Background: an optimization exercise with open tools, aiming at small area and a short achievable clock period. Do not read the settings as production practice.
The RTL was checked by simulation tests, not by an equivalence proof against the original design.
Power figures rest on the tool's default switching activity, not on a simulated workload.

// FPM
module FPM(A, B, SUM, clk);
  input [31:0] A, B;
  input clk;
  output [31:0] SUM;
  wire       s0_sgn = A[31] ^ B[31];
  wire [7:0] s0_exp = A[30:23] + B[30:23] + 8'h81;
  wire n1 = A[1] & A[0];
  wire n2 = A[1] ^ A[0];
  wire n3 = A[2] & A[1];
  wire n4 = A[2] ^ A[1];
  wire n5 = A[3] & A[2];
  wire n6 = A[3] ^ A[2];
  wire n7 = A[4] & A[3];
  wire n8 = A[4] ^ A[3];
  wire n9 = A[5] & A[4];
  wire n10 = A[5] ^ A[4];
  wire n11 = A[6] & A[5];
  wire n12 = A[6] ^ A[5];
  wire n13 = A[7] & A[6];
  wire n14 = A[7] ^ A[6];
  wire n15 = A[8] & A[7];
  wire n16 = A[8] ^ A[7];
  wire n17 = A[9] & A[8];
  wire n18 = A[9] ^ A[8];
  wire n19 = A[10] & A[9];
  wire n20 = A[10] ^ A[9];
  wire n21 = A[11] & A[10];
  wire n22 = A[11] ^ A[10];
  wire n23 = A[12] & A[11];
  wire n24 = A[12] ^ A[11];
  wire n25 = A[13] & A[12];
  wire n26 = A[13] ^ A[12];
  wire n27 = A[14] & A[13];
  wire n28 = A[14] ^ A[13];
  wire n29 = A[15] & A[14];
  wire n30 = A[15] ^ A[14];
  wire n31 = A[16] & A[15];
  wire n32 = A[16] ^ A[15];
  wire n33 = A[17] & A[16];
  wire n34 = A[17] ^ A[16];
  wire n35 = A[18] & A[17];
  wire n36 = A[18] ^ A[17];
  wire n37 = A[19] & A[18];
  wire n38 = A[19] ^ A[18];
  wire n39 = A[20] & A[19];
  wire n40 = A[20] ^ A[19];
  wire n41 = A[21] & A[20];
  wire n42 = A[21] ^ A[20];
  wire n43 = A[22] & A[21];
  wire n44 = A[22] ^ A[21];
  wire n45 = 1'b1 & A[22];
  wire n46 = 1'b1 ^ A[22];
  wire n47 = n1 | (n2 & 1'b0);
  wire n48 = n2 & A[0];
  wire n49 = n3 | (n4 & n1);
  wire n50 = n4 & n2;
  wire n51 = n5 | (n6 & n3);
  wire n52 = n6 & n4;
  wire n53 = n7 | (n8 & n5);
  wire n54 = n8 & n6;
  ...
Size in the first run: roughly 620 flip-flops, about 97 I/O pins, about 27000 sq um of cells after synthesis.
clock: 3.0 ns
lec_check: 0
cap_margin: 20
core_margin: 2
core_utilization: 55
cts_cluster_diameter: 100
cts_cluster_size: 32
setup_slack_margin: 1.0
slew_margin: 20
synth_hierarchical: 1
synth_minimum_keep_size: 0
run.sh (not shown) runs the stock make flow with config.mk's settings and CLKGATE_MAP_FILE= SYNTH_SCRIPT=/design/flow/synth_recipe.tcl, a recipe that flattens the netlist after the stock synthesis.
Rerun with:
CTS_CLUSTER_DIAMETER = 80   (was 100)
CTS_CLUSTER_SIZE = 24   (was 32)
SETUP_SLACK_MARGIN = 0.95   (was 1.0)
Non-clock buffer count decreases by 4.
Sequential power stays flat.
Die area is unchanged.
Via count hardly moves.
Sequential share of layout area decreases by 0.51 points.
Cell count increases by 0.41%.
Maximum frequency decreases by 2.7%.
Rerun with:
CTS_CLUSTER_DIAMETER = 100   (was 80)
CTS_CLUSTER_SIZE = 32   (was 24)
SETUP_SLACK_MARGIN = 0.85   (was 0.95)
Sequential power stays flat.
Clock power came out lower by 23%.
Clock skew fell by 0.0067 ns.
Rerun with:
==> flow/flow/run.sh (new file) <==
#!/bin/bash
# Layout: the standard ORFS flow (standard.sh, unchanged synthesis and
# steps), except that the buffers global placement puts on the input and
# output ports are plain buffers (buf_2, resized later as timing needs)
# instead of the delay cell buffer_ports picks by default.
set -euo pipefail
cd "$(dirname "$0")/.."
export BUFFER_PORTS_ARGS="-buffer_cell sky130_fd_sc_hd__buf_2"
bash standard.sh > standard_flow.log 2>&1
==> flow/standard.sh (new file) <==
#!/bin/bash
# synth_recipe.tcl (not shown) runs the flow's synth.tcl, then flattens the netlist and writes it again
# the make line also repeats each setting of config.mk as NAME=value (left out here)
make -C /OpenROAD-flow-scripts/flow DESIGN_CONFIG=/design/flow/config.mk WORK_HOME=/design/flow/orfs CLKGATE_MAP_FILE= SYNTH_SCRIPT=/design/flow/synth_recipe.tcl "${@:-finish}"
SETUP_SLACK_MARGIN = 0.95   (was 0.85)
removed: flow/run.sh
The new run went through all stages and came out clean. Register-to-register slack is better by 0.14 ns. Area after synthesis does not change. Clock skew increases by 0.0096 ns. Routed wire length climbs by 0.65%.

-- what the ideal ports hide --
No port has a modelled driver above. Below, the same layouts with a new extraction and two added sets of constraints.
Step 1, drivers: a clkbuf_16 drives clk and a buf_2 each remaining input, both assumed.
Step 2 moves the port delays by t, midway between the first and last clock arrival at a register: inputs arrive t later, outputs are due t later. That takes back most of the time a late clock gives input paths.
Slacks: ideal / step 1 / step 2; pairs: ideal / step 1.
| run | t, ns | setup slack, ns | worst setup path at the end |
|---|---|---|---|
| the first run | 0.655 | 0.995 / 1.004 / 0.349 | input to register |
| the second run | 0.619 | 0.940 / 0.937 / 0.332 | input to register |
| the third run | 0.651 | 0.845 / 0.845 / 0.284 | input to register |
| the fourth run | 0.643 | 0.983 / 0.993 / 0.350 | input to register |
After both steps every run listed still meets setup and hold. For the first run, which loses most, drivers alone change the setup slack by +0.009 ns; drivers and shift together by -0.646 ns.
